What follows belongs to an exercise in optimizing a design on an open flow for small area; a production flow would make more cautious choices.
The RTL was checked by simulation tests, not by an equivalence proof against the original design.
The clock port is modelled as an ideal driver; clocking choices that lean on that would not hold on a real chip.

--- flow/design.v ---
`timescale 1ns / 1ps
module rp_acq (
    input clk,
    input rst_n,
    input [31:0] gpio_data,
    input [13:0] adc_dat_a_in,
    input ext_trig,
    output [7:0] led_o,
    output [31:0] BRAM_write_address,
    output [31:0] BRAM_write_data,
    output [3:0] BRAM_wren
);
    reg c_st;             
    reg c_prev;           
    reg c_start;          
    reg [23:0] samples;
    reg [23:0] reps;
    reg [5:0] hops;       
    wire [23:0] gd = gpio_data[23:0] & {24{rst_n}};
    wire cmd_s = c_st & (gpio_data[30:25] == 6'b111110);
    wire cmd_r = c_st & (gpio_data[30:25] == 6'b111111);
    wire cmd_h = c_st & (gpio_data[30:25] == 6'b111101);
    always @(posedge clk) begin
        c_prev <= rst_n & gpio_data[31];
        c_st <= rst_n & ~c_st & (gpio_data[31] ^ c_prev);
        c_start <= rst_n & c_st & (gpio_data[30:24] == 7'b0000001);
        if (cmd_s | ~rst_n) samples <= gd;
        if (cmd_r | ~rst_n) reps <= gd;
        if (cmd_h | ~rst_n) hops <= gd[5:0];
    end
    reg [1:0] st;
    reg last_trig;
    reg [2:0] pc;         
    reg [23:0] slat;      
    reg [23:0] rcn;       
    reg [13:0] xr;        
    reg [24:0] widx;      
    wire run = st[1] & st[0];
    wire [25:0] wc;
    wire [24:0] winc;
    assign wc[0] = 1'b1;
    genvar gi;
    generate for (gi = 0; gi < 25; gi = gi + 1) begin : g_winc
        assign winc[gi] = widx[gi] ^ wc[gi];
        assign wc[gi + 1] = widx[gi] & wc[gi];
    end endgenerate
    wire last = (winc[23:0] == slat);
    wire rdc = run & last;
    wire [24:0] rb;
    wire [23:0] rnext;
    assign rb[0] = 1'b1;
    generate for (gi = 0; gi < 24; gi = gi + 1) begin : g_rdec
        assign rnext[gi] = rcn[gi] ^ (rb[gi] & rdc);
        assign rb[gi + 1] = rcn[gi] & rb[gi];
    end endgenerate
    wire pc_last = pc[2] & ~pc[1];
    always @(posedge clk) begin
        if (st == 2'd0) rcn <= ~reps;
        else rcn <= rnext;
    end
    always @(posedge clk) begin
        last_trig <= ext_trig;
        if (!rst_n) begin
            st <= 2'd0;
            xr <= 14'd0;
        end else begin
            case (st)
                2'd0: begin
                    if (c_start) st <= 2'd1;
                end
                2'd1: begin
                    pc <= 3'd0;
                    if (&rcn) st <= 2'd0;
                    else if (ext_trig & ~last_trig) st <= 2'd2;
                end
                2'd2: begin
                    pc <= {pc[1:0], ~pc[2]};
                    if (pc_last) begin
                        st <= 2'd3;
                        slat <= samples;
                        xr <= adc_dat_a_in;
                    end
                end
                2'd3: begin
                    xr <= adc_dat_a_in;
                    if (last) begin
                        st <= 2'd1;
                    end
                end
            endcase
        end
    end
    always @(posedge clk) begin
        if (rst_n & run) widx <= winc;
        else widx <= {25{1'b1}};
    end
    reg [5:0] ph;         
    reg [5:0] ph1;        
    wire [13:0] x = {xr[13], ~xr[12:0]};    
    wire [6:0] pcy;
    wire [5:0] pnext;
    assign pcy[0] = 1'b0;
    generate for (gi = 0; gi < 6; gi = gi + 1) begin : g_ph
        assign pnext[gi] = ph[gi] ^ hops[gi] ^ pcy[gi];
        assign pcy[gi + 1] = (ph[gi] & hops[gi]) | (ph[gi] & pcy[gi]) | (hops[gi] & pcy[gi]);
    end endgenerate
    always @(posedge clk) begin
        if (!rst_n) ph <= 6'd0;
        else ph <= pnext;
        ph1 <= ph;
    end
    wire [31:0] pdec;
    genvar gp;
    generate for (gp = 0; gp < 32; gp = gp + 1) begin : g_pdec
        assign pdec[gp] = (ph1[4:0] == gp);
    end endgenerate
    wire [14:0] mag;
    assign mag[0] = |(pdec & 32'hf194b5e4);
    assign mag[1] = |(pdec & 32'ha1f2feec);
    assign mag[2] = |(pdec & 32'ha50a9036);
    assign mag[3] = |(pdec & 32'h2a262db8);
    assign mag[4] = |(pdec & 32'h35d4c484);
    assign mag[5] = |(pdec & 32'h50be33fe);
    assign mag[6] = |(pdec & 32'h42d0851a);
    assign mag[7] = |(pdec & 32'hc7d6b53c);
    assign mag[8] = |(pdec & 32'h3a0afd80);
    assign mag[9] = |(pdec & 32'h5616d22a);
    assign mag[10] = |(pdec & 32'h9b4ee566);
    assign mag[11] = |(pdec & 32'h493ef9b4);
    assign mag[12] = |(pdec & 32'h38fefe38);
    assign mag[13] = |(pdec & 32'h07feffc0);
    assign mag[14] = |(pdec & 32'h00010000);
    wire s = ph1[5];
    wire [14:0] xb = {x, 1'b0};
    wire one0 = xb[1] ^ xb[0];
    wire two0 = (xb[2] & ~xb[1] & ~xb[0]) | (~xb[2] & xb[1] & xb[0]);
    wire neg0 = xb[2] ^ s;
    wire one1 = xb[3] ^ xb[2];
    wire two1 = (xb[4] & ~xb[3] & ~xb[2]) | (~xb[4] & xb[3] & xb[2]);
    wire neg1 = xb[4] ^ s;
    wire one2 = xb[5] ^ xb[4];
    wire two2 = (xb[6] & ~xb[5] & ~xb[4]) | (~xb[6] & xb[5] & xb[4]);
    wire neg2 = xb[6] ^ s;
    wire one3 = xb[7] ^ xb[6];
    wire two3 = (xb[8] & ~xb[7] & ~xb[6]) | (~xb[8] & xb[7] & xb[6]);
    wire neg3 = xb[8] ^ s;
    wire one4 = xb[9] ^ xb[8];
    wire two4 = (xb[10] & ~xb[9] & ~xb[8]) | (~xb[10] & xb[9] & xb[8]);
    wire neg4 = xb[10] ^ s;
    wire one5 = xb[11] ^ xb[10];
    wire two5 = (xb[12] & ~xb[11] & ~xb[10]) | (~xb[12] & xb[11] & xb[10]);
    wire neg5 = xb[12] ^ s;
    wire one6 = xb[13] ^ xb[12];
    wire two6 = (xb[14] & ~xb[13] & ~xb[12]) | (~xb[14] & xb[13] & xb[12]);
    wire neg6 = xb[14] ^ s;
    wire w0 = one0 & mag[0];
    wire w1 = neg0 & ~(one0 & mag[0]);
    wire w2 = ((one0 & mag[1]) | (two0 & mag[0])) ^ neg0;
    wire w3 = ((one0 & mag[2]) | (two0 & mag[1])) ^ neg0;
    wire w4 = ((one0 & mag[3]) | (two0 & mag[2])) ^ neg0;
    wire w5 = ((one0 & mag[4]) | (two0 & mag[3])) ^ neg0;
    wire w6 = ((one0 & mag[5]) | (two0 & mag[4])) ^ neg0;
    wire w7 = ((one0 & mag[6]) | (two0 & mag[5])) ^ neg0;
    wire w8 = ((one0 & mag[7]) | (two0 & mag[6])) ^ neg0;
    wire w9 = ((one0 & mag[8]) | (two0 & mag[7])) ^ neg0;
    wire w10 = ((one0 & mag[9]) | (two0 & mag[8])) ^ neg0;
    wire w11 = ((one0 & mag[10]) | (two0 & mag[9])) ^ neg0;
    wire w12 = ((one0 & mag[11]) | (two0 & mag[10])) ^ neg0;
    wire w13 = ((one0 & mag[12]) | (two0 & mag[11])) ^ neg0;
    wire w14 = ((one0 & mag[13]) | (two0 & mag[12])) ^ neg0;
    wire w15 = ((one0 & mag[14]) | (two0 & mag[13])) ^ neg0;
    wire w16 = ((one0 & 1'b0) | (two0 & mag[14])) ^ neg0;
    wire w17 = ~neg0;
    wire w18 = one1 & mag[0];
    wire w19 = neg1 & ~(one1 & mag[0]);
    wire w20 = ((one1 & mag[1]) | (two1 & mag[0])) ^ neg1;
    wire w21 = ((one1 & mag[2]) | (two1 & mag[1])) ^ neg1;
    wire w22 = ((one1 & mag[3]) | (two1 & mag[2])) ^ neg1;
    wire w23 = ((one1 & mag[4]) | (two1 & mag[3])) ^ neg1;
    wire w24 = ((one1 & mag[5]) | (two1 & mag[4])) ^ neg1;
    wire w25 = ((one1 & mag[6]) | (two1 & mag[5])) ^ neg1;
    wire w26 = ((one1 & mag[7]) | (two1 & mag[6])) ^ neg1;
    wire w27 = ((one1 & mag[8]) | (two1 & mag[7])) ^ neg1;
    wire w28 = ((one1 & mag[9]) | (two1 & mag[8])) ^ neg1;
    wire w29 = ((one1 & mag[10]) | (two1 & mag[9])) ^ neg1;
    wire w30 = ((one1 & mag[11]) | (two1 & mag[10])) ^ neg1;
    wire w31 = ((one1 & mag[12]) | (two1 & mag[11])) ^ neg1;
    wire w32 = ((one1 & mag[13]) | (two1 & mag[12])) ^ neg1;
    wire w33 = ((one1 & mag[14]) | (two1 & mag[13])) ^ neg1;
    wire w34 = ((one1 & 1'b0) | (two1 & mag[14])) ^ neg1;
    wire w35 = ~neg1;
    wire w36 = one2 & mag[0];
    wire w37 = neg2 & ~(one2 & mag[0]);
    wire w38 = ((one2 & mag[1]) | (two2 & mag[0])) ^ neg2;
    wire w39 = ((one2 & mag[2]) | (two2 & mag[1])) ^ neg2;
    wire w40 = ((one2 & mag[3]) | (two2 & mag[2])) ^ neg2;
    wire w41 = ((one2 & mag[4]) | (two2 & mag[3])) ^ neg2;
    wire w42 = ((one2 & mag[5]) | (two2 & mag[4])) ^ neg2;
    wire w43 = ((one2 & mag[6]) | (two2 & mag[5])) ^ neg2;
    wire w44 = ((one2 & mag[7]) | (two2 & mag[6])) ^ neg2;
    wire w45 = ((one2 & mag[8]) | (two2 & mag[7])) ^ neg2;
    wire w46 = ((one2 & mag[9]) | (two2 & mag[8])) ^ neg2;
    wire w47 = ((one2 & mag[10]) | (two2 & mag[9])) ^ neg2;
    wire w48 = ((one2 & mag[11]) | (two2 & mag[10])) ^ neg2;
    wire w49 = ((one2 & mag[12]) | (two2 & mag[11])) ^ neg2;
    wire w50 = ((one2 & mag[13]) | (two2 & mag[12])) ^ neg2;
    wire w51 = ((one2 & mag[14]) | (two2 & mag[13])) ^ neg2;
    wire w52 = ((one2 & 1'b0) | (two2 & mag[14])) ^ neg2;
    wire w53 = ~neg2;
    wire w54 = one3 & mag[0];
    wire w55 = neg3 & ~(one3 & mag[0]);
    wire w56 = ((one3 & mag[1]) | (two3 & mag[0])) ^ neg3;
    wire w57 = ((one3 & mag[2]) | (two3 & mag[1])) ^ neg3;
    wire w58 = ((one3 & mag[3]) | (two3 & mag[2])) ^ neg3;
    wire w59 = ((one3 & mag[4]) | (two3 & mag[3])) ^ neg3;
    wire w60 = ((one3 & mag[5]) | (two3 & mag[4])) ^ neg3;
    wire w61 = ((one3 & mag[6]) | (two3 & mag[5])) ^ neg3;
    wire w62 = ((one3 & mag[7]) | (two3 & mag[6])) ^ neg3;
    wire w63 = ((one3 & mag[8]) | (two3 & mag[7])) ^ neg3;
    wire w64 = ((one3 & mag[9]) | (two3 & mag[8])) ^ neg3;
    wire w65 = ((one3 & mag[10]) | (two3 & mag[9])) ^ neg3;
    wire w66 = ((one3 & mag[11]) | (two3 & mag[10])) ^ neg3;
    wire w67 = ((one3 & mag[12]) | (two3 & mag[11])) ^ neg3;
    wire w68 = ((one3 & mag[13]) | (two3 & mag[12])) ^ neg3;
    wire w69 = ((one3 & mag[14]) | (two3 & mag[13])) ^ neg3;
    wire w70 = ((one3 & 1'b0) | (two3 & mag[14])) ^ neg3;
    wire w71 = ~neg3;
    wire w72 = one4 & mag[0];
    wire w73 = neg4 & ~(one4 & mag[0]);
    wire w74 = ((one4 & mag[1]) | (two4 & mag[0])) ^ neg4;
    wire w75 = ((one4 & mag[2]) | (two4 & mag[1])) ^ neg4;
    wire w76 = ((one4 & mag[3]) | (two4 & mag[2])) ^ neg4;
    wire w77 = ((one4 & mag[4]) | (two4 & mag[3])) ^ neg4;
    wire w78 = ((one4 & mag[5]) | (two4 & mag[4])) ^ neg4;
    wire w79 = ((one4 & mag[6]) | (two4 & mag[5])) ^ neg4;
    wire w80 = ((one4 & mag[7]) | (two4 & mag[6])) ^ neg4;
    wire w81 = ((one4 & mag[8]) | (two4 & mag[7])) ^ neg4;
    wire w82 = ((one4 & mag[9]) | (two4 & mag[8])) ^ neg4;
    wire w83 = ((one4 & mag[10]) | (two4 & mag[9])) ^ neg4;
    wire w84 = ((one4 & mag[11]) | (two4 & mag[10])) ^ neg4;
    wire w85 = ((one4 & mag[12]) | (two4 & mag[11])) ^ neg4;
    wire w86 = ((one4 & mag[13]) | (two4 & mag[12])) ^ neg4;
    wire w87 = ((one4 & mag[14]) | (two4 & mag[13])) ^ neg4;
    wire w88 = ((one4 & 1'b0) | (two4 & mag[14])) ^ neg4;
    wire w89 = ~neg4;
    wire w90 = one5 & mag[0];
    wire w91 = neg5 & ~(one5 & mag[0]);
    wire w92 = ((one5 & mag[1]) | (two5 & mag[0])) ^ neg5;
    wire w93 = ((one5 & mag[2]) | (two5 & mag[1])) ^ neg5;
    wire w94 = ((one5 & mag[3]) | (two5 & mag[2])) ^ neg5;
    wire w95 = ((one5 & mag[4]) | (two5 & mag[3])) ^ neg5;
    wire w96 = ((one5 & mag[5]) | (two5 & mag[4])) ^ neg5;
    wire w97 = ((one5 & mag[6]) | (two5 & mag[5])) ^ neg5;
    wire w98 = ((one5 & mag[7]) | (two5 & mag[6])) ^ neg5;
    wire w99 = ((one5 & mag[8]) | (two5 & mag[7])) ^ neg5;
    wire w100 = ((one5 & mag[9]) | (two5 & mag[8])) ^ neg5;
    wire w101 = ((one5 & mag[10]) | (two5 & mag[9])) ^ neg5;
    wire w102 = ((one5 & mag[11]) | (two5 & mag[10])) ^ neg5;
    wire w103 = ((one5 & mag[12]) | (two5 & mag[11])) ^ neg5;
    wire w104 = ((one5 & mag[13]) | (two5 & mag[12])) ^ neg5;
    wire w105 = ((one5 & mag[14]) | (two5 & mag[13])) ^ neg5;
    wire w106 = ((one5 & 1'b0) | (two5 & mag[14])) ^ neg5;
    wire w107 = ~neg5;
    wire w108 = one6 & mag[0];
    wire w109 = neg6 & ~(one6 & mag[0]);
    wire w110 = ((one6 & mag[1]) | (two6 & mag[0])) ^ neg6;
    wire w111 = ((one6 & mag[2]) | (two6 & mag[1])) ^ neg6;
    wire w112 = ((one6 & mag[3]) | (two6 & mag[2])) ^ neg6;
    wire w113 = ((one6 & mag[4]) | (two6 & mag[3])) ^ neg6;
    wire w114 = ((one6 & mag[5]) | (two6 & mag[4])) ^ neg6;
    wire w115 = ((one6 & mag[6]) | (two6 & mag[5])) ^ neg6;
    wire w116 = ((one6 & mag[7]) | (two6 & mag[6])) ^ neg6;
    wire w117 = ((one6 & mag[8]) | (two6 & mag[7])) ^ neg6;
    wire w118 = ((one6 & mag[9]) | (two6 & mag[8])) ^ neg6;
    wire w119 = ((one6 & mag[10]) | (two6 & mag[9])) ^ neg6;
    wire w120 = ((one6 & mag[11]) | (two6 & mag[10])) ^ neg6;
    wire w121 = ((one6 & mag[12]) | (two6 & mag[11])) ^ neg6;
    wire w122 = ((one6 & mag[13]) | (two6 & mag[12])) ^ neg6;
    wire w123 = ((one6 & mag[14]) | (two6 & mag[13])) ^ neg6;
    wire w124 = ((one6 & 1'b0) | (two6 & mag[14])) ^ neg6;
    wire w125 = ~neg6;
    wire w126 = w12 ^ w28;
    wire w127 = w12 & w28;
    wire w128 = w13 ^ w29 ^ w45;
    wire w129 = (w13 & w29) | (w13 & w45) | (w29 & w45);
    wire w130 = w14 ^ w30 ^ w46;
    wire w131 = (w14 & w30) | (w14 & w46) | (w30 & w46);
    wire w132 = w62 ^ w78;
    wire w133 = w62 & w78;
    wire w134 = w15 ^ w31 ^ w47;
    wire w135 = (w15 & w31) | (w15 & w47) | (w31 & w47);
    wire w136 = w63 ^ w79;
    wire w137 = w63 & w79;
    wire w138 = w16 ^ w32 ^ w48;
    wire w139 = (w16 & w32) | (w16 & w48) | (w32 & w48);
    wire w140 = w64 ^ w80;
    wire w141 = w64 & w80;
    wire w142 = neg0 ^ w33 ^ w49;
    wire w143 = (neg0 & w33) | (neg0 & w49) | (w33 & w49);
    wire w144 = w65 ^ w81;
    wire w145 = w65 & w81;
    wire w146 = neg0 ^ w34 ^ w50;
    wire w147 = (neg0 & w34) | (neg0 & w50) | (w34 & w50);
    wire w148 = w66 ^ w82;
    wire w149 = w66 & w82;
    wire w150 = w17 ^ w35 ^ w51;
    wire w151 = (w17 & w35) | (w17 & w51) | (w35 & w51);
    wire w152 = w67 ^ w83;
    wire w153 = w67 & w83;
    wire w154 = 1'b1 ^ w52 ^ w68;
    wire w155 = (1'b1 & w52) | (1'b1 & w68) | (w52 & w68);
    wire w156 = w8 ^ w24;
    wire w157 = w8 & w24;
    wire w158 = w9 ^ w25 ^ w41;
    wire w159 = (w9 & w25) | (w9 & w41) | (w25 & w41);
    wire w160 = w10 ^ w26 ^ w42;
    wire w161 = (w10 & w26) | (w10 & w42) | (w26 & w42);
    wire w162 = w58 ^ w73;
    wire w163 = w58 & w73;
    wire w164 = w11 ^ w27 ^ w43;
    wire w165 = (w11 & w27) | (w11 & w43) | (w27 & w43);
    wire w166 = w59 ^ w75 ^ w90;
    wire w167 = (w59 & w75) | (w59 & w90) | (w75 & w90);
    wire w168 = w44 ^ w60 ^ w76;
    wire w169 = (w44 & w60) | (w44 & w76) | (w60 & w76);
    wire w170 = w91 ^ w92 ^ w126;
    wire w171 = (w91 & w92) | (w91 & w126) | (w92 & w126);
    wire w172 = w61 ^ w77 ^ w93;
    wire w173 = (w61 & w77) | (w61 & w93) | (w77 & w93);
    wire w174 = w108 ^ w127 ^ w128;
    wire w175 = (w108 & w127) | (w108 & w128) | (w127 & w128);
    wire w176 = w94 ^ w109 ^ w110;
    wire w177 = (w94 & w109) | (w94 & w110) | (w109 & w110);
    wire w178 = w132 ^ w129 ^ w130;
    wire w179 = (w132 & w129) | (w132 & w130) | (w129 & w130);
    wire w180 = w95 ^ w111 ^ w133;
    wire w181 = (w95 & w111) | (w95 & w133) | (w111 & w133);
    wire w182 = w136 ^ w131 ^ w134;
    wire w183 = (w136 & w131) | (w136 & w134) | (w131 & w134);
    wire w184 = w96 ^ w112 ^ w137;
    wire w185 = (w96 & w112) | (w96 & w137) | (w112 & w137);
    wire w186 = w140 ^ w135 ^ w138;
    wire w187 = (w140 & w135) | (w140 & w138) | (w135 & w138);
    wire w188 = w97 ^ w113 ^ w141;
    wire w189 = (w97 & w113) | (w97 & w141) | (w113 & w141);
    wire w190 = w144 ^ w139 ^ w142;
    wire w191 = (w144 & w139) | (w144 & w142) | (w139 & w142);
    wire w192 = w98 ^ w114 ^ w145;
    wire w193 = (w98 & w114) | (w98 & w145) | (w114 & w145);
    wire w194 = w148 ^ w143 ^ w146;
    wire w195 = (w148 & w143) | (w148 & w146) | (w143 & w146);
    wire w196 = w99 ^ w115 ^ w149;
    wire w197 = (w99 & w115) | (w99 & w149) | (w115 & w149);
    wire w198 = w152 ^ w147 ^ w150;
    wire w199 = (w152 & w147) | (w152 & w150) | (w147 & w150);
    wire w200 = w84 ^ w100 ^ w116;
    wire w201 = (w84 & w100) | (w84 & w116) | (w100 & w116);
    wire w202 = w153 ^ w151 ^ w154;
    wire w203 = (w153 & w151) | (w153 & w154) | (w151 & w154);
    wire w204 = w53 ^ w69 ^ w85;
    wire w205 = (w53 & w69) | (w53 & w85) | (w69 & w85);
    wire w206 = w101 ^ w117 ^ w155;
    wire w207 = (w101 & w117) | (w101 & w155) | (w117 & w155);
    wire w208 = 1'b1 ^ w70 ^ w86;
    wire w209 = (1'b1 & w70) | (1'b1 & w86) | (w70 & w86);
    wire w210 = w102 ^ w118;
    wire w211 = w102 & w118;
    wire w212 = w71 ^ w87 ^ w103;
    wire w213 = (w71 & w87) | (w71 & w103) | (w87 & w103);
    wire w214 = 1'b1 ^ w88;
    wire w215 = 1'b1 & w88;
    wire w216 = w6 ^ w22;
    wire w217 = w6 & w22;
    wire w218 = w7 ^ w23 ^ w39;
    wire w219 = (w7 & w23) | (w7 & w39) | (w23 & w39);
    wire w220 = w40 ^ w55 ^ w56;
    wire w221 = (w40 & w55) | (w40 & w56) | (w55 & w56);
    wire w222 = w57 ^ w72 ^ w157;
    wire w223 = (w57 & w72) | (w57 & w157) | (w72 & w157);
    wire w224 = w74 ^ w162 ^ w159;
    wire w225 = (w74 & w162) | (w74 & w159) | (w162 & w159);
    wire w226 = w163 ^ w161 ^ w164;
    wire w227 = (w163 & w161) | (w163 & w164) | (w161 & w164);
    wire w228 = w165 ^ w167 ^ w168;
    wire w229 = (w165 & w167) | (w165 & w168) | (w167 & w168);
    wire w230 = w169 ^ w172 ^ w171;
    wire w231 = (w169 & w172) | (w169 & w171) | (w172 & w171);
    wire w232 = w173 ^ w176 ^ w175;
    wire w233 = (w173 & w176) | (w173 & w175) | (w176 & w175);
    wire w234 = w177 ^ w180 ^ w179;
    wire w235 = (w177 & w180) | (w177 & w179) | (w180 & w179);
    wire w236 = w181 ^ w184 ^ w183;
    wire w237 = (w181 & w184) | (w181 & w183) | (w184 & w183);
    wire w238 = w185 ^ w188 ^ w187;
    wire w239 = (w185 & w188) | (w185 & w187) | (w188 & w187);
    wire w240 = w189 ^ w192 ^ w191;
    wire w241 = (w189 & w192) | (w189 & w191) | (w192 & w191);
    wire w242 = w193 ^ w196 ^ w195;
    wire w243 = (w193 & w196) | (w193 & w195) | (w196 & w195);
    wire w244 = w200 ^ w197 ^ w199;
    wire w245 = (w200 & w197) | (w200 & w199) | (w197 & w199);
    wire w246 = w201 ^ w204 ^ w203;
    wire w247 = (w201 & w204) | (w201 & w203) | (w204 & w203);
    wire w248 = w210 ^ w205 ^ w208;
    wire w249 = (w210 & w205) | (w210 & w208) | (w205 & w208);
    wire w250 = w119 ^ w211 ^ w209;
    wire w251 = (w119 & w211) | (w119 & w209) | (w211 & w209);
    wire w252 = w104 ^ w120 ^ w214;
    wire w253 = (w104 & w120) | (w104 & w214) | (w120 & w214);
    wire w254 = w89 ^ w105 ^ w121;
    wire w255 = (w89 & w105) | (w89 & w121) | (w105 & w121);
    wire w256 = 1'b1 ^ w106;
    wire w257 = 1'b1 & w106;
    wire w258 = w4 ^ w19;
    wire w259 = w4 & w19;
    wire w260 = w5 ^ w21 ^ w36;
    wire w261 = (w5 & w21) | (w5 & w36) | (w21 & w36);
    wire w262 = w37 ^ w38 ^ w216;
    wire w263 = (w37 & w38) | (w37 & w216) | (w38 & w216);
    wire w264 = w54 ^ w217 ^ w218;
    wire w265 = (w54 & w217) | (w54 & w218) | (w217 & w218);
    wire w266 = w156 ^ w219 ^ w220;
    wire w267 = (w156 & w219) | (w156 & w220) | (w219 & w220);
    wire w268 = w221 ^ w158 ^ w222;
    wire w269 = (w221 & w158) | (w221 & w222) | (w158 & w222);
    wire w270 = w160 ^ w223 ^ w224;
    wire w271 = (w160 & w223) | (w160 & w224) | (w223 & w224);
    wire w272 = w166 ^ w225 ^ w226;
    wire w273 = (w166 & w225) | (w166 & w226) | (w225 & w226);
    wire w274 = w170 ^ w227 ^ w228;
    wire w275 = (w170 & w227) | (w170 & w228) | (w227 & w228);
    wire w276 = w229 ^ w174 ^ w230;
    wire w277 = (w229 & w174) | (w229 & w230) | (w174 & w230);
    wire w278 = w178 ^ w231 ^ w232;
    wire w279 = (w178 & w231) | (w178 & w232) | (w231 & w232);
    wire w280 = w182 ^ w233 ^ w234;
    wire w281 = (w182 & w233) | (w182 & w234) | (w233 & w234);
    wire w282 = w186 ^ w235 ^ w236;
    wire w283 = (w186 & w235) | (w186 & w236) | (w235 & w236);
    wire w284 = w190 ^ w237 ^ w238;
    wire w285 = (w190 & w237) | (w190 & w238) | (w237 & w238);
    wire w286 = w194 ^ w239 ^ w240;
    wire w287 = (w194 & w239) | (w194 & w240) | (w239 & w240);
    wire w288 = w198 ^ w241 ^ w242;
    wire w289 = (w198 & w241) | (w198 & w242) | (w241 & w242);
    wire w290 = w202 ^ w243 ^ w244;
    wire w291 = (w202 & w243) | (w202 & w244) | (w243 & w244);
    wire w292 = w206 ^ w245 ^ w246;
    wire w293 = (w206 & w245) | (w206 & w246) | (w245 & w246);
    wire w294 = w207 ^ w248 ^ w247;
    wire w295 = (w207 & w248) | (w207 & w247) | (w248 & w247);
    wire w296 = w212 ^ w249 ^ w250;
    wire w297 = (w212 & w249) | (w212 & w250) | (w249 & w250);
    wire w298 = w213 ^ w252 ^ w251;
    wire w299 = (w213 & w252) | (w213 & w251) | (w252 & w251);
    wire w300 = w215 ^ w254 ^ w253;
    wire w301 = (w215 & w254) | (w215 & w253) | (w254 & w253);
    wire w302 = w122 ^ w256 ^ w255;
    wire w303 = (w122 & w256) | (w122 & w255) | (w256 & w255);
    wire w304 = w107 ^ w123 ^ w257;
    wire w305 = (w107 & w123) | (w107 & w257) | (w123 & w257);
    wire w306 = 1'b1 ^ w124;
    wire w307 = 1'b1 & w124;
    wire w308 = w1 ^ w2;
    wire w309 = w1 & w2;
    wire w310 = w3 ^ w18 ^ w309;
    wire w311 = (w3 & w18) | (w3 & w309) | (w18 & w309);
    wire w312 = w20 ^ w258 ^ w311;
    wire w313 = (w20 & w258) | (w20 & w311) | (w258 & w311);
    wire w314 = w259 ^ w260 ^ w313;
    wire w315 = (w259 & w260) | (w259 & w313) | (w260 & w313);
    wire w316 = w261 ^ w262 ^ w315;
    wire w317 = (w261 & w262) | (w261 & w315) | (w262 & w315);
    wire w318 = w263 ^ w264 ^ w317;
    wire w319 = (w263 & w264) | (w263 & w317) | (w264 & w317);
    wire w320 = w265 ^ w266 ^ w319;
    wire w321 = (w265 & w266) | (w265 & w319) | (w266 & w319);
    wire w322 = w267 ^ w268 ^ w321;
    wire w323 = (w267 & w268) | (w267 & w321) | (w268 & w321);
    wire w324 = w269 ^ w270;
    wire w325 = w269 & w270;
    wire w326 = w271 ^ w272 ^ w325;
    wire w327 = (w271 & w272) | (w271 & w325) | (w272 & w325);
    wire w328 = w273 ^ w274 ^ w327;
    wire w329 = (w273 & w274) | (w273 & w327) | (w274 & w327);
    wire w330 = w275 ^ w276 ^ w329;
    wire w331 = (w275 & w276) | (w275 & w329) | (w276 & w329);
    wire w332 = w277 ^ w278 ^ w331;
    wire w333 = (w277 & w278) | (w277 & w331) | (w278 & w331);
    wire w334 = w324 ^ w323;
    wire w335 = w323 & w324;
    wire w336 = w326 ^ w335;
    wire w337 = w324 & w326;
    wire w338 = w323 & w337;
    wire w339 = w328 ^ w338;
    wire w340 = w337 & w328;
    wire w341 = w323 & w340;
    wire w342 = w330 ^ w341;
    wire w343 = w340 & w330;
    wire w344 = w323 & w343;
    wire w345 = w332 ^ w344;
    wire w346 = w343 & w332;
    wire w347 = w323 & w346;
    wire w348 = w333 | w347;
    wire w349 = w279 ^ w280;
    wire w350 = w279 & w280;
    wire w351 = w281 ^ w282 ^ w350;
    wire w352 = (w281 & w282) | (w281 & w350) | (w282 & w350);
    wire w353 = w283 ^ w284 ^ w352;
    wire w354 = (w283 & w284) | (w283 & w352) | (w284 & w352);
    wire w355 = w285 ^ w286 ^ w354;
    wire w356 = (w285 & w286) | (w285 & w354) | (w286 & w354);
    wire w357 = w287 ^ w288 ^ w356;
    wire w358 = (w287 & w288) | (w287 & w356) | (w288 & w356);
    wire w359 = w349 ^ w348;
    wire w360 = w348 & w349;
    wire w361 = w351 ^ w360;
    wire w362 = w349 & w351;
    wire w363 = w348 & w362;
    wire w364 = w353 ^ w363;
    wire w365 = w362 & w353;
    wire w366 = w348 & w365;
    wire w367 = w355 ^ w366;
    wire w368 = w365 & w355;
    wire w369 = w348 & w368;
    wire w370 = w357 ^ w369;
    wire w371 = w368 & w357;
    wire w372 = w348 & w371;
    wire w373 = w358 | w372;
    wire w374 = w289 ^ w290;
    wire w375 = w289 & w290;
    wire w376 = w291 ^ w292 ^ w375;
    wire w377 = (w291 & w292) | (w291 & w375) | (w292 & w375);
    wire w378 = w293 ^ w294 ^ w377;
    wire w379 = (w293 & w294) | (w293 & w377) | (w294 & w377);
    wire w380 = w296 ^ w295 ^ w379;
    wire w381 = (w296 & w295) | (w296 & w379) | (w295 & w379);
    wire w382 = w297 ^ w298 ^ w381;
    wire w383 = (w297 & w298) | (w297 & w381) | (w298 & w381);
    wire w384 = w374 ^ w373;
    wire w385 = w373 & w374;
    wire w386 = w376 ^ w385;
    wire w387 = w374 & w376;
    wire w388 = w373 & w387;
    wire w389 = w378 ^ w388;
    wire w390 = w387 & w378;
    wire w391 = w373 & w390;
    wire w392 = w380 ^ w391;
    wire w393 = w390 & w380;
    wire w394 = w373 & w393;
    wire w395 = w382 ^ w394;
    wire w396 = w393 & w382;
    wire w397 = w373 & w396;
    wire w398 = w383 | w397;
    wire w399 = w300 ^ w299;
    wire w400 = w300 & w299;
    wire w401 = w302 ^ w301 ^ w400;
    wire w402 = (w302 & w301) | (w302 & w400) | (w301 & w400);
    wire w403 = w304 ^ w303 ^ w402;
    wire w404 = (w304 & w303) | (w304 & w402) | (w303 & w402);
    wire w405 = w306 ^ w305 ^ w404;
    wire w406 = (w306 & w305) | (w306 & w404) | (w305 & w404);
    wire w407 = w125 ^ w307 ^ w406;
    wire w408 = (w125 & w307) | (w125 & w406) | (w307 & w406);
    wire w409 = w399 ^ w398;
    wire w410 = w398 & w399;
    wire w411 = w401 ^ w410;
    wire w412 = w399 & w401;
    wire w413 = w398 & w412;
    wire w414 = w403 ^ w413;
    wire w415 = w412 & w403;
    wire w416 = w398 & w415;
    wire w417 = w405 ^ w416;
    wire w418 = w415 & w405;
    wire w419 = w398 & w418;
    wire w420 = w407 ^ w419;
    wire w421 = w418 & w407;
    wire [28:0] pm = {w420, w417, w414, w411, w409, w395, w392, w389, w386, w384, w370, w367, w364, w361, w359, w345, w342, w339, w336, w334, w322, w320, w318, w316, w314, w312, w310, w308, w0};
    reg [28:0] prod;
    always @(posedge clk) prod <= pm;
    assign led_o = {6'd0, st};
    assign BRAM_wren = {4{run}};
    assign BRAM_write_address = {{5{widx[24]}}, widx, 2'b00};
    assign BRAM_write_data = {{3{prod[28]}}, prod};
endmodule
--- flow/flow/run.sh ---
#!/bin/bash
# Own layout flow: the standard synthesis, then the combinational logic
# between the standard synthesis's registers and adder cells is re-mapped for
# area with ABC (registers, full and half adders and tie cells are kept as
# they are), then the standard layout with a minimum-size buffer on every
# port.  Each tool writes its full output to a log file in this folder.
set -euo pipefail
W=$PWD
F=$W/flow
R=$W/orfs/results/${FLOW_PLATFORM}/rp_acq/base
YOSYS=${FLOW_HOME}/../tools/install/yosys/bin/yosys
[ -x "$YOSYS" ] || YOSYS=yosys
LIB=${FLOW_HOME}/platforms/${FLOW_PLATFORM}/lib/sky130_fd_sc_hd__tt_025C_1v80.lib

bash standard.sh synth > $W/log_1_standard_synth.log 2>&1
cp $R/1_2_yosys.v $W/standard_synth.v

python3 $F/reopt.py $W/standard_synth.v $W/reopt_in.v > $W/log_2_reopt_py.log 2>&1
bash $F/reopt.sh $W/reopt_in.v $W/reopt_out.v $W > $W/log_3_reopt.log 2>&1
cp $W/reopt_out.v $R/1_2_yosys.v

CTS="-sink_clustering_enable -repair_clock_nets -dont_use_dummy_load -buf_list sky130_fd_sc_hd__clkbuf_8 -sink_clustering_size 20 -sink_clustering_max_diameter 40"
MK=(BUFFER_PORTS_ARGS="-buffer_cell sky130_fd_sc_hd__buf_1" CTS_ARGS="$CTS")
bash standard.sh "${MK[@]}" cts > $W/log_4_standard_to_cts.log 2>&1
CTS_ODB=$R/4_cts.odb CTS_BIG=50 CTS_SMALL=25 openroad -no_init -exit $F/cts_resize.tcl > $W/log_5_cts_resize.log 2>&1
bash standard.sh "${MK[@]}" finish > $W/log_6_standard_layout.log 2>&1
--- flow/flow/cts_resize.tcl ---
# Size each clock tree buffer by the number of flip-flop clock pins it
# drives, so no clock pin sees a slow edge, then re-legalize the placement.
read_db $::env(CTS_ODB)
set block [ord::get_db_block]
set db [ord::get_db]
proc master {name} { return [[ord::get_db] findMaster $name] }
set changed 0
foreach inst [$block getInsts] {
  set m [[$inst getMaster] getName]
  if {![string match "sky130_fd_sc_hd__clkbuf_*" $m]} { continue }
  set out [$inst findITerm X]
  if {$out == "NULL"} { continue }
  set net [$out getNet]
  if {$net == "NULL" || [$net getSigType] != "CLOCK"} { continue }
  set ff 0
  set bufs 0
  set xs {}
  set ys {}
  foreach it [$net getITerms] {
    set bb [[$it getInst] getBBox]
    lappend xs [$bb xMin]
    lappend ys [$bb yMin]
    if {[$it isOutputSignal]} { continue }
    set mm [[$it getInst] getMaster]
    if {[string match "*clkbuf*" [$mm getName]]} { incr bufs } else { incr ff }
  }
  if {$bufs > 0} { continue }
  # estimated load in fF: about 2 fF per clock pin and 0.25 fF per um of
  # the pins' half perimeter
  set hpwl [expr {([tcl::mathfunc::max {*}$xs] - [tcl::mathfunc::min {*}$xs] + [tcl::mathfunc::max {*}$ys] - [tcl::mathfunc::min {*}$ys]) / 1000.0}]
  set load [expr {2.0 * $ff + 0.25 * $hpwl}]
  if {$load > $::env(CTS_BIG)} {
    set want sky130_fd_sc_hd__clkbuf_16
  } elseif {$load <= $::env(CTS_SMALL)} {
    set want sky130_fd_sc_hd__clkbuf_4
  } else {
    set want sky130_fd_sc_hd__clkbuf_8
  }
  if {$want != $m} {
    puts "[$inst getName]: $ff flip-flops, load about $load fF, $m -> $want"
    $inst swapMaster [master $want]
    incr changed
  }
}
puts "clock buffers resized: $changed"
detailed_placement
check_placement -verbose
write_db $::env(CTS_ODB)
--- flow/flow/libfunc.py ---
"""Read combinational cell functions from the sky130hd liberty file and turn
an ABC-mapped gate netlist into Verilog assign statements."""
import re

def lib_functions(path):
    txt = open(path).read()
    funcs = {}
    for m in re.finditer(r'\n\s*cell\s*\(\s*"?(\w+)"?\s*\)\s*\{', txt):
        name = m.group(1)
        start = m.end()
        nxt = txt.find('\n    cell (', start)
        body = txt[start:nxt if nxt > 0 else len(txt)]
        outs = {}
        for pm in re.finditer(r'pin\s*\(\s*"?(\w+)"?\s*\)\s*\{', body):
            pb = body[pm.end():pm.end() + 4000]
            d = re.search(r'direction\s*:\s*"?(\w+)"?', pb)
            f = re.search(r'function\s*:\s*"([^"]*)"', pb)
            if d and d.group(1) == 'output' and f:
                outs[pm.group(1)] = f.group(1)
        if outs:
            funcs[name] = outs
    return funcs

def to_verilog_expr(f, pins):
    # liberty: ! not, & or space and, | or + or, ^ xor
    e = f.replace('!', '~').replace('+', '|')
    e = re.sub(r'\)\s+\(', ')&(', e)
    e = re.sub(r'(\w)\s+(\w)', r'\1&\2', e)
    e = re.sub(r'(\w)\s+\(', r'\1&(', e)
    e = re.sub(r'\)\s+(\w)', r')&\1', e)
    e = re.sub(r'\b([A-Z]\w*)\b', lambda m: '(%s)' % pins[m.group(1)] if m.group(1) in pins else m.group(0), e)
    return e

import subprocess, os, tempfile
ABC = '/OpenROAD-flow-scripts/tools/install/yosys/bin/yosys-abc'
LIB = '/OpenROAD-flow-scripts/flow/platforms/sky130hd/lib/sky130_fd_sc_hd__tt_025C_1v80.lib'
DONT = ['sky130_fd_sc_hd__probe_p_8', 'sky130_fd_sc_hd__probec_p_8']

def abc_map(blif_text, script, prefix):
    """Optimize and map a BLIF with ABC; return (verilog assign lines, area)."""
    d = tempfile.mkdtemp()
    fi = os.path.join(d, 'in.blif'); fo = os.path.join(d, 'out.blif')
    open(fi, 'w').write(blif_text)
    cmd = 'read_lib -w %s; read %s; %s; print_stats; write_blif %s' % (LIB, fi, script, fo)
    r = subprocess.run([ABC, '-c', cmd], capture_output=True, text=True)
    area = re.findall(r'area\s*=\s*([0-9.]+)', r.stdout)
    funcs = lib_functions(LIB)
    lines = []
    txt = open(fo).read().replace('\\\n', ' ')
    n = 0
    for ln in txt.split('\n'):
        ln = ln.strip()
        if ln.startswith('.gate'):
            parts = ln.split()[1:]
            cell = parts[0]
            pins = dict(p.split('=') for p in parts[1:])
            outs = funcs[cell]
            for op, f in outs.items():
                if op in pins:
                    lines.append('    assign %s = %s;' % (pins[op], to_verilog_expr(f, pins)))
        elif ln.startswith('.names'):
            parts = ln.split()[1:]
            lines.append(('NAMES', parts))
    # handle .names (constants / buffers) simply
    out = []
    tl = txt.split('\n')
    i = 0
    while i < len(tl):
        ln = tl[i].strip()
        if ln.startswith('.names'):
            parts = ln.split()[1:]
            rows = []
            i += 1
            while i < len(tl) and tl[i].strip() and not tl[i].strip().startswith('.'):
                rows.append(tl[i].strip()); i += 1
            if len(parts) == 1:
                out.append("    assign %s = 1'b%d;" % (parts[0], 1 if rows and rows[0] == '1' else 0))
            elif len(parts) == 2 and rows in (['1 1'],):
                out.append('    assign %s = %s;' % (parts[1], parts[0]))
            elif len(parts) == 2 and rows in (['0 1'],):
                out.append('    assign %s = ~%s;' % (parts[1], parts[0]))
            else:
                raise Exception('names %s %s' % (parts, rows))
            continue
        i += 1
    return [l for l in lines if not isinstance(l, tuple)] + out, float(area[-1]) if area else None
--- flow/flow/reopt.py ---
#!/usr/bin/env python3
"""Prepare a mapped sky130 netlist (flat, one module) for re-mapping its
combinational logic: single-output combinational cells become assign
statements; flip-flops, full/half adders and tie cells stay as instances.
Full adders with two or three inverted inputs are flipped
(FA(~a,~b,~c) = ~FA(a,b,c)), so the inverters can cancel; half adders with
an unused output become a plain gate.
usage: reopt.py in.v out.v"""
import re, sys
sys.path.insert(0, __file__.rsplit('/', 1)[0])
import libfunc

KEEP = re.compile(r'sky130_fd_sc_hd__(fa|ha|dfxtp|edfxtp|dfrtp|conb|dfstp|sdf|edf)')
INV = re.compile(r'sky130_fd_sc_hd__(inv|clkinv)_\d+$')

def esc(n):
    return n + ' ' if n.startswith('\\') else n

def main(fi, fo):
    net = open(fi).read()
    funcs = libfunc.lib_functions(libfunc.LIB)
    m = re.search(r'module\s+(\w+)\s*\((.*?)\);(.*)endmodule', net, re.S)
    top, ports, body = m.group(1), m.group(2), m.group(3)
    stmts = [s.strip() for s in body.split(';') if s.strip()]
    cells = []   # [type, name, pins dict] or None for plain statements
    other = []
    for s in stmts:
        mi = re.match(r'(sky130_fd_sc_hd__\w+)\s+(\S+)\s*\((.*)\)$', s, re.S)
        if mi:
            pins = dict((a, b.strip()) for a, b in re.findall(r'\.(\w+)\(([^()]*)\)', mi.group(3)))
            cells.append([mi.group(1), mi.group(2), pins])
        else:
            other.append(s)
    outpins = ('X', 'Y', 'Q', 'Q_N', 'SUM', 'COUT', 'HI', 'LO')
    use = {}
    for t, n, p in cells:
        for k, v in p.items():
            if k not in outpins and v:
                use[v] = use.get(v, 0) + 1
    for s in other:
        if s.startswith('assign'):
            rhs = s.split('=', 1)[1]
            for v in re.findall(r'(\\\S+|[A-Za-z_][\w$]*(?:\s*\[\d+\])?)', rhs):
                v = v.strip()
                use[v] = use.get(v, 0) + 1
    inv_of = {}
    for t, n, p in cells:
        if INV.match(t):
            inv_of[p['Y']] = p['A']
    extra = []
    wires = []
    cnt = [0]
    def newnet():
        cnt[0] += 1
        w = 'reopt_n%d' % cnt[0]
        wires.append(w)
        return w
    # Choose a polarity for every full adder (flipped: it gets complemented
    # inputs and gives complemented outputs) to need as few inverters as
    # possible.  A net's value is traced back through inverters to a base
    # net; a base driven by other logic is taken to be free in either
    # polarity, one driven by a flip-flop or half adder is true only.
    drv = {}
    for i, (t, n, p) in enumerate(cells):
        for k, v in p.items():
            if k in outpins and v:
                drv[v] = i
    def base(v):
        r = 0
        while v in inv_of:
            v = inv_of[v]; r ^= 1
        return v, r
    fas = [i for i, c in enumerate(cells) if re.match(r'sky130_fd_sc_hd__fa_\d', c[0])]
    fa_idx = dict((i, j) for j, i in enumerate(fas))
    pol = [0] * len(fas)
    # requirements: base -> list of (kind, fa index or None, parity)
    req = {}
    for i, (t, n, p) in enumerate(cells):
        if INV.match(t):
            continue
        generic = not KEEP.match(t)
        for k, v in p.items():
            if k in outpins or not v:
                continue
            b, r = base(v)
            if i in fa_idx:
                req.setdefault(b, []).append((fa_idx[i], r))
            elif not generic:
                req.setdefault(b, []).append((None, r))
    for s_ in other:
        if s_.startswith('assign'):
            rhs = s_.split('=', 1)[1].strip()
            b, r = base(rhs)
            req.setdefault(b, []).append((None, r))
    def src_pol(b):
        j = drv.get(b)
        if j is None:
            return 0
        if j in fa_idx:
            return ('fa', fa_idx[j])
        if KEEP.match(cells[j][0]):
            return 0
        return None   # generic logic: free
    bases = list(req.keys())
    bsrc = dict((b, src_pol(b)) for b in bases)
    def cost_of(b):
        sp = bsrc[b]
        if sp is None:
            return 0
        have = pol[sp[1]] if isinstance(sp, tuple) else 0
        need = set((r ^ (pol[j] if j is not None else 0)) for j, r in req[b])
        return 1 if any(x != have for x in need) else 0
    touch = {}
    for b in bases:
        sp = bsrc[b]
        if isinstance(sp, tuple):
            touch.setdefault(sp[1], set()).add(b)
        for j, r in req[b]:
            if j is not None:
                touch.setdefault(j, set()).add(b)
    improved = True
    rounds = 0
    while improved and rounds < 50:
        improved = False
        rounds += 1
        for j in range(len(fas)):
            bs = touch.get(j, ())
            before = sum(cost_of(b) for b in bs)
            pol[j] ^= 1
            after = sum(cost_of(b) for b in bs)
            if after < before:
                improved = True
            else:
                pol[j] ^= 1
    flips = 0
    for j, i in enumerate(fas):
        if not pol[j]:
            continue
        flips += 1
        t, n, p = cells[i]
        new = []
        for k in ('A', 'B', 'CIN'):
            w = newnet()
            extra.append('assign %s = ~%s;' % (w, esc(p[k])))
            p[k] = w
        for k in ('SUM', 'COUT'):
            o = p.get(k, '')
            if o:
                w = newnet()
                extra.append('assign %s = ~%s;' % (esc(o), w))
                p[k] = w
    out = ['module %s(%s);' % (top, ports)]
    for s in other:
        out.append('  ' + s + ' ;')
    for w in wires:
        out.append('  wire %s;' % w)
    ha_fixed = 0
    for t, n, p in cells:
        if re.match(r'sky130_fd_sc_hd__ha_\d', t):
            s_, c_ = p.get('SUM', ''), p.get('COUT', '')
            if not s_ or use.get(s_, 0) == 0:
                out.append('  assign %s = %s & %s;' % (esc(c_), esc(p['A']), esc(p['B'])))
                ha_fixed += 1
                continue
            if not c_ or use.get(c_, 0) == 0:
                out.append('  assign %s = %s ^ %s;' % (esc(s_), esc(p['A']), esc(p['B'])))
                ha_fixed += 1
                continue
        if KEEP.match(t):
            out.append('  %s %s (%s);' % (t, n, ', '.join('.%s(%s)' % (k, esc(v)) for k, v in p.items())))
            continue
        pe = dict((k, esc(v)) for k, v in p.items())
        for op, f in funcs[t].items():
            if op in p and p[op]:
                out.append('  assign %s = %s;' % (pe[op], libfunc.to_verilog_expr(f, pe)))
    for s in extra:
        out.append('  ' + s)
    out.append('endmodule')
    open(fo, 'w').write('\n'.join(out) + '\n')
    print('full adders flipped: %d, half adders made plain gates: %d' % (flips, ha_fixed))

if __name__ == '__main__':
    main(sys.argv[1], sys.argv[2])
--- flow/flow/reopt.sh ---
#!/bin/bash
# Re-map the combinational logic of $1 (prepared by reopt.py) with several
# ABC scripts in parallel, then keep as $2 the result with the smallest area
# after OpenROAD's resizer has repaired it (slew, and setup with a margin of
# REOPT_MARGIN ns, without wires).  Each run's full output goes to a log in $3.
set -uo pipefail
IN=$1; OUT=$2; LOGDIR=$3
F=$(cd "$(dirname "$0")" && pwd)
YOSYS=${FLOW_HOME}/../tools/install/yosys/bin/yosys
[ -x "$YOSYS" ] || YOSYS=yosys
P=${FLOW_HOME}/platforms/${FLOW_PLATFORM}
export LIB=$P/lib/sky130_fd_sc_hd__tt_025C_1v80.lib
export TECH_LEF=$P/lef/sky130_fd_sc_hd.tlef
export SC_LEF=$P/lef/sky130_fd_sc_hd_merged.lef
export EST_MARGIN=${REOPT_MARGIN:-0.3}
export PLATFORM_DIR=$P
T=${REOPT_SECONDS:-60}
scripts=(
  "strash; &get -n; &dch -f; &nf -R 1000; &put"
  "strash; &get -n; &dch -f; &nf; &put"
  "strash; &get -n; &syn2; &dch -f; &nf -R 1000; &put"
  "strash; dc2; &get -n; &dch -f; &nf -R 1000; &put"
  "strash; &get -n; &dch -f; &nf; &put; strash; &get -n; &dch -f; &nf -R 1000; &put"
)
for s in 1 2 3 4 5; do
  scripts+=("strash; &get -n; &deepsyn -T $T -S $s; &dch -f; &nf -R 1000; &put")
done
pids=()
for i in "${!scripts[@]}"; do
  d=$LOGDIR/reopt_$i; mkdir -p $d
  echo "${scripts[$i]}" | tr ';' '\n' | sed 's/^ *//' > $d/script.abc
  ( $YOSYS -p "read_liberty -lib $LIB; read_verilog $IN; hierarchy -top ${FLOW_TOP}; opt -purge; techmap; opt -fast; abc -liberty $LIB -dont_use *probe* -dont_use *lpflow* -script $d/script.abc; opt_clean -purge; setundef -zero; hilomap -singleton -hicell sky130_fd_sc_hd__conb_1 HI -locell sky130_fd_sc_hd__conb_1 LO; splitnets; opt_clean -purge; check; tee -o $d/stat.txt stat -liberty $LIB; write_verilog -noattr -nohex -nodec $d/out.v" > $LOGDIR/log_3_reopt_run$i.log 2>&1
    NET=$d/out.v openroad -no_init -exit $F/reopt_est.tcl > $LOGDIR/log_3_reopt_est$i.log 2>&1 ) &
  pids+=($!)
done
for p in "${pids[@]}"; do wait $p || true; done
best=""; bestE=""
for i in "${!scripts[@]}"; do
  d=$LOGDIR/reopt_$i
  a=$(grep "Chip area" $d/stat.txt 2>/dev/null | awk '{print $NF}')
  e=$(grep "^EST" $LOGDIR/log_3_reopt_est$i.log 2>/dev/null | awk '{print $2}')
  w=$(grep "^WNS1" $LOGDIR/log_3_reopt_est$i.log 2>/dev/null | awk '{print $2}')
  [ -n "$a" ] && [ -n "$e" ] && [ -s $d/out.v ] || continue
  echo "run $i: area $a, after repair $e (slack $w): ${scripts[$i]}"
  if [ -z "$bestE" ] || awk "BEGIN{exit !($e < $bestE)}"; then best=$i; bestE=$e; fi
done
echo "kept run $best"
cp $LOGDIR/reopt_$best/out.v $OUT
--- flow/flow/reopt_est.tcl ---
# Area of a re-mapped netlist after the resizer has repaired it for slew and
# for setup with a margin, without wires: used only to choose among the
# re-mapping candidates.
read_lef $::env(TECH_LEF)
read_lef $::env(SC_LEF)
read_liberty $::env(LIB)
read_verilog $::env(NET)
link_design $::env(FLOW_TOP)
read_sdc $::env(FLOW_SDC)
source $::env(PLATFORM_DIR)/setRC.tcl
set_dont_use {sky130_fd_sc_hd__probe_p_8 sky130_fd_sc_hd__probec_p_8 *lpflow*}
puts "WNS0 [worst_slack -max]"
repair_design
repair_timing -setup -setup_margin $::env(EST_MARGIN)
puts "WNS1 [worst_slack -max]"
set a 0
foreach inst [get_cells *] { set a [expr {$a + [get_property [get_lib_cells -of_objects $inst] area]}] }
puts "EST $a"
--- flow/standard.sh ---
#!/bin/bash
# synth_recipe.tcl (not shown) runs the flow's synth.tcl, then flattens the netlist and writes it again
# the make line also repeats each setting of config.mk as NAME=value (left out here)
make -C /OpenROAD-flow-scripts/flow DESIGN_CONFIG=/design/flow/config.mk WORK_HOME=/design/flow/orfs CLKGATE_MAP_FILE= SYNTH_SCRIPT=/design/flow/synth_recipe.tcl "${@:-finish}"
--- flow/config.mk ---
export PLATFORM = sky130hd
export DESIGN_NAME = rp_acq
export DESIGN_NICKNAME = rp_acq
export VERILOG_FILES = /design/flow/design.v
export SDC_FILE = /design/flow/constraint.sdc
export NUM_CORES = 8
export LEC_CHECK = 0
export ABC_AREA = 1
export CAP_MARGIN = 10
export CORE_MARGIN = 2
export CORE_UTILIZATION = 40
export GPL_ROUTABILITY_DRIVEN = 0
export GPL_TIMING_DRIVEN = 0
export PLACE_DENSITY = 0.92
export SETUP_SLACK_MARGIN = 0.1
export SLEW_MARGIN = 10
--- flow/constraint.sdc ---
create_clock -name core_clock -period 8.0 [get_ports {clk}]
set_input_delay 1.6000 -clock core_clock [delete_from_list [all_inputs] [get_ports {clk}]]
set_output_delay 1.6000 -clock core_clock [all_outputs]
set_load 0.01 [all_outputs]
==> results.json, run 1 <==
{
  "setup.worst_path.class": "flip-flop to flip-flop",
  "antenna_cells": 0,
  "ios": 125,
  "utilization_pct": 46.4,
  "avgRoutedWirePerCell_um": 17.9,
  "grt_pass1_vias": 9293,
  "tritoncts": "built",
  "grt_max_degree": 38,
  "io_buffers": 116,
  "worst_slew_pin_slew_ns": 1.25,
  "post_dp_cell_area_sq_um": 12900,
  "cts_made_buffers": 17,
  "reg2reg_depth": 26,
  "postSynthCellCount": 1072,
  "drtIter0Drc": 1402,
  "die_width_um": 175,
  "drtAntennaViolNets": 0,
  "cp-start-kind": "flip-flop",
  "antenna_found_initial": 0,
  "setup_slack_ns": 0.355,
  "hold_path_depth": 0,
  "hpwl_um": 21100,
  "reg2reg_slack_ns": 0.35,
  "coreArea_sq_um": 28700,
  "synthesis.area_sq_um": 11700,
  "drv_cap": 0,
  "drv_slew": 0,
  "viasPerCell": 5.77,
  "path_max_fanout": 14,
  "design_area_sq_um": 13300,
  "chipHeight_um": 175,
  "die_area_sq_um": 30500,
  "ys_warn_count": 1,
  "cp-end-kind": "flip-flop",
  "arrival_ns": 8.04,
  "holdCritPathClass": "flip-flop to flip-flop",
  "reg2reg_from": "ph1[1]",
  "topRoutingLayerUsed": "met4",
  "firstDrtPassIters": 11,
  "crit_top_cell": "fa_1",
  "rows": 62,
  "clockBufferDepth": 2,
  "area_growth_pct": 14.3,
  "fin_nets": 1431,
  "clk_latency_ns": 0.48,
  "crit_slowest_cell": "fa_1",
  "place_ws_ns": -0.606,
  "finalCriticalPeriod_ns": 7.65,
  "path_buf_inv": 2,
  "routed-wl-met3_um": 2520,
  "floorplan.initialDensity_pct": 40.6,
  "clk_pin_slew_worst_paths_ns": 0.09,
  "overflow": 0,
  "rsz0062_at_grt": "no",
  "status": "timing/DRC/antenna clean",
  "syn_avg_cell_area_sq_um": 10.9,
  "clockRootBuffer": "clkbuf_8",
  "worst_hold_slack_ns": 0.372,
  "track_usage_pct": 19.0,
  "cp.required_ns": 8.40,
  "h-tree-depth": 4,
  "hold_buffers": 0,
  "cts_sinks": 191,
  "drive_above_1_share_pct": 6.81,
  "skew_ns": 0.0311,
  "relSlewSlack_pct": 16.9,
  "holdPathEnd": "ph1[0]",
  "hold_violations": 0,
  "setup_viol": 0,
  "cp_top_family": "adder cells",
  "drt-total-wl_um": 28900,
  "vias": 9335,
  "drc_errors": 0,
  "wl_met1_um": 10600,
  "route.met2.wl_um": 14300,
  "period_share_pct": 95.6,
  "maxClockFrequency_mhz": 131,
  "max_stage_delay_ns": 0.52,
  "grt_pass1_wl_um": 46500,
  "r2r-end": "prod[25]",
  "min-delay-start": "ph[0]"
}
metrics by stage:
| stage | TNS [ns] | instances |
|---|---|---|
| after floorplan | 0 | 1079 |
| after global placement | -14.58 | 1579 |
| after detailed placement | -4.59 | 1595 |
| after CTS | 0 | 1616 |
| after global routing | 0 | 1617 |
| final | 0 | 1617 |
state kept, by name, indices dropped and copies added (netlist names), 14 cells and up:
| name | flops |
|---|---|
| slat | 24 |
| xr | 14 |
| rcn | 24 |
| prod | 29 |
| widx | 25 |
| reps | 24 |
| samples | 24 |
cell type report:
class | instances | area, sq um
tap | 384 | 480
inverter | 43 | 169
timing repair buffer | 137 | 648
clock buffer | 17 | 239
sequential | 191 | 4650
multi-input combinational | 845 | 7140
fill | 2487 | 15400
placed cells by master, fill, tap and decap left out, drive strengths merged, types with 16 or more instances in the layout:
cell,count
edfxtp,81
nand3,36
fa,98
clkbuf,17
nand2,45
and2,36
nand2b,16
ha,49
xnor2,92
o22ai,100
nor2,95
or2,28
dfxtp,110
clkinv,41
xor2,71
buf,137
a21oi,38
nor3,22
o21ai,39
how the worst max path moves through the flow:
stage                     startpoint  cells after the start       end
after floorplan               ph1[4]                     25  prod[28]
after detailed placement      ph1[4]                     26  prod[28]
final                         ph1[1]                     26  prod[25]
after global routing          ph1[2]                     25  prod[25]
after CTS                     ph1[2]                     27  prod[25]
after global placement        ph1[4]                     25  prod[25]
repair_timing:
item | in CTS | in global routing
resized for setup | 9 | 29
setup endpoints to repair | 10 | 20
pin swaps | 3 | 2
buffers inserted | 4 | 1
routing by layer:
metal	vias up	track usage, %
met5	-	0
met4	0	10.5
met3	178	3.83
met2	618	32.2
met1	4432	22.8
li1	4107	-
==> run 2: changes to the inputs <==
--- a/flow/config.mk
+++ b/flow/config.mk
@@ -9,8 +9,6 @@
 export CAP_MARGIN = 10
 export CORE_MARGIN = 2
 export CORE_UTILIZATION = 40
-export GPL_ROUTABILITY_DRIVEN = 0
 export GPL_TIMING_DRIVEN = 0
-export PLACE_DENSITY = 0.92
 export SETUP_SLACK_MARGIN = 0.1
 export SLEW_MARGIN = 10
==> run 2 against run 1 <==
  * Still clean
  * Sequential share of layout area down 0.13 points
  * Clock skew down 0.0040 ns
  * Worst hold slack worse by 0.0071 ns
  * Utilization up 0.15 points
  * Final cell count about the same
  * Synthesized area unchanged
  * Critical endpoint unchanged
  * Highest routed layer unchanged
==> results.json, run 2 <==
{
  "setup_viol": 0,
  "setup_slack_ns": 0.459,
  "overflow": 0,
  "path_buf_inv": 3,
  "syn_avg_cell_area_sq_um": 10.9,
  "grt_pass1_wl_um": 43900,
  "drv_slew": 0,
  "design_area_sq_um": 13400,
  "firstDrtPassIters": 5,
  "hold_violations": 0,
  "viasPerCell": 5.32,
  "die_width_um": 175,
  "antenna_cells": 0,
  "ios": 125,
  "arrival_ns": 7.93,
  "h-tree-depth": 4,
  "final_common_cell": "buf_1",
  "top_regs": "prod: 29 flops, widx: 25 flops",
  "coreArea_sq_um": 28700,
  "cp-start-kind": "flip-flop",
  "area_growth_pct": 14.7,
  "avgRoutedWirePerCell_um": 16.5,
  "grt_util_met2_pct": 29.3,
  "place_ws_ns": -0.531,
  "floorplan.initialDensity_pct": 40.6,
  "rows": 62,
  "drive_above_1_share_pct": 6.89,
  "finalCriticalPeriod_ns": 7.54,
  "tritoncts": "built",
  "drtAntennaViolNets": 0,
  "grt_max_degree": 35,
  "cp_cell_sequence": "clkinvlp_4 > nand2_2 > nor2_1 > o21ai_0 > o2111ai_1 > nor2_4 > o22ai_1 > xor2_1 > fa_1 > fa_1 > fa_1 > fa_1 > clkinv_1 > ha_1 > clkinv_1 > fa_1 > fa_1 > fa_1 > fa_1 > o31ai_4 > nand2_1 > nand2_1 > ha_1 > xor2_1",
  "worst_slew_pin_slew_ns": 1.22,
  "clockBufferDepth": 2,
  "antenna_found_initial": 0,
  "max_stage_delay_ns": 0.53,
  "hold_buffers": 0,
  "drt-total-wl_um": 26700,
  "setup.worst_path.class": "flip-flop to flip-flop",
  "grt_pass1_vias": 8639,
  "period_share_pct": 94.3,
  "reg2reg_slack_ns": 0.46,
  "postSynthCellCount": 1072,
  "post_dp_cell_area_sq_um": 12900,
  "synthesis.area_sq_um": 11700,
  "skew_ns": 0.0271,
  "grt_most_used_layer": "met2",
  "largest_register": "prod",
  "routabilityCongestion": 0.884,
  "cp.required_ns": 8.39,
  "layout_common_cells": "buf_1, dfxtp_1, o22ai_1, fa_1, xnor2_1",
  "drtIter0Drc": 484,
  "chipHeight_um": 175,
  "track_usage_pct": 18.1,
  "path_max_fanout": 14,
  "drv_cap": 0,
  "relSlewSlack_pct": 18.7,
  "crit_top_cell": "fa_1",
  "cts_made_buffers": 17,
  "vias": 8613,
  "largest_reg_flops": 29,
  "crit_slowest_cell": "fa_1",
  "hpwl_um": 20200,
  "ys_warn_count": 1,
  "grt_util_met1_pct": 24.1,
  "holdCritPathClass": "flip-flop to flip-flop",
  "drc_errors": 0,
  "fin_nets": 1432,
  "maxClockFrequency_mhz": 133,
  "clockRootBuffer": "clkbuf_8",
  "io_buffers": 116,
  "rsz0062_at_grt": "no",
  "utilization_pct": 46.6,
  "cp_top_family": "adder cells",
  "status": "timing/DRC/antenna clean",
  "cts_sinks": 191,
  "clk_latency_ns": 0.48,
  "use_met3_pct": 2.39,
  "cp-end-kind": "flip-flop",
  "die_area_sq_um": 30500,
  "clk_pin_slew_worst_paths_ns": 0.07
}
-- run 2: area by class of cell --
cell class	count	area [sq um]
repair buffers	138	661
clock buffers	17	279
inverters	43	166
multi-input cells	845	7140
well taps	384	480
fillers	2667	15300
flip-flops and latches	191	4640
-- run 2: worst reg2reg max path, cell delays in order (launching register included) --
cell	delay, ns
dfxtp_2	0.45
clkinvlp_4	0.19
nand2_2	0.16
nor2_1	0.14
o21ai_0	0.38
o2111ai_1	0.26
nor2_4	0.41
o22ai_1	0.14
xor2_1	0.20
fa_1	0.53
fa_1	0.49
fa_1	0.52
fa_1	0.48
clkinv_1	0.06
ha_1	0.15
clkinv_1	0.08
fa_1	0.45
fa_1	0.46
fa_1	0.45
fa_1	0.53
o31ai_4	0.35
nand2_1	0.11
nand2_1	0.14
ha_1	0.17
xor2_1	0.14
-- run 2: per-stage QoR --
stage | hold slack (ns) | setup TNS, ns | cells
6_report | 0.365 | 0 | 1618
3_3_place_gp | 0.350 | -21.05 | 1579
4_1_cts | 0.368 | 0 | 1615
5_1_grt | 0.372 | 0 | 1618
3_5_place_dp | 0.357 | -4.05 | 1596
2_1_floorplan | 0.334 | 0 | 1079
-- run 2: worst paths after layout --
path / from / endpoint / depth (start not counted)
worst max-delay path: ph1[2] / prod[25] / 24
worst min-delay path: ph[5] / ph1[5] / 0
worst max register to register: ph1[2] / prod[25] / 24
worst min register to register: ph[5] / ph1[5] / 0
-- run 2: repair_timing --
item	CTS	global route
gates resized for setup	12	21
setup buffers	2	3
pin swaps	2	2
setup endpoints to repair	10	23
-- run 2: routing by layer --
layer | part of all wire, % | wire length [um]
met1 | 46 | 12200
met2 | 47 | 12600
met3 | 3.5 | 928
met4 | 3.5 | 933
met5 | 0 | 0

[port drivers added, routing unchanged]
The flow's constraints put no driver on any port. The routed layouts listed below were extracted and timed again, unchanged, in two steps.
Step 1: set_driving_cell puts a clkbuf_16 on clk and a buf_2 on each other input, an assumption about the parent block.
Step 2 times the ports against the registers' clock, not the clock port: input delays grow and output delays shrink by t, the midpoint of the rising clock arrivals with the driver on.
Three values: ideal, step 1, step 2; two values: the first two.
| run | t, ns | slack for setup (ns) | worst hold slack (ns) | worst setup path after step 2 | pins driven straight from the clock port |
|---|---|---|---|---|---|
| run 1 | 0.508 | 0.355 / 0.355 / 0.355 | 0.372 / 0.372 / 0.372 | register to register | 1 |
| run 2 | 0.510 | 0.459 / 0.459 / 0.459 | 0.365 / 0.365 / 0.365 | register to register | 1 |
After both steps every run listed still meets setup and hold.
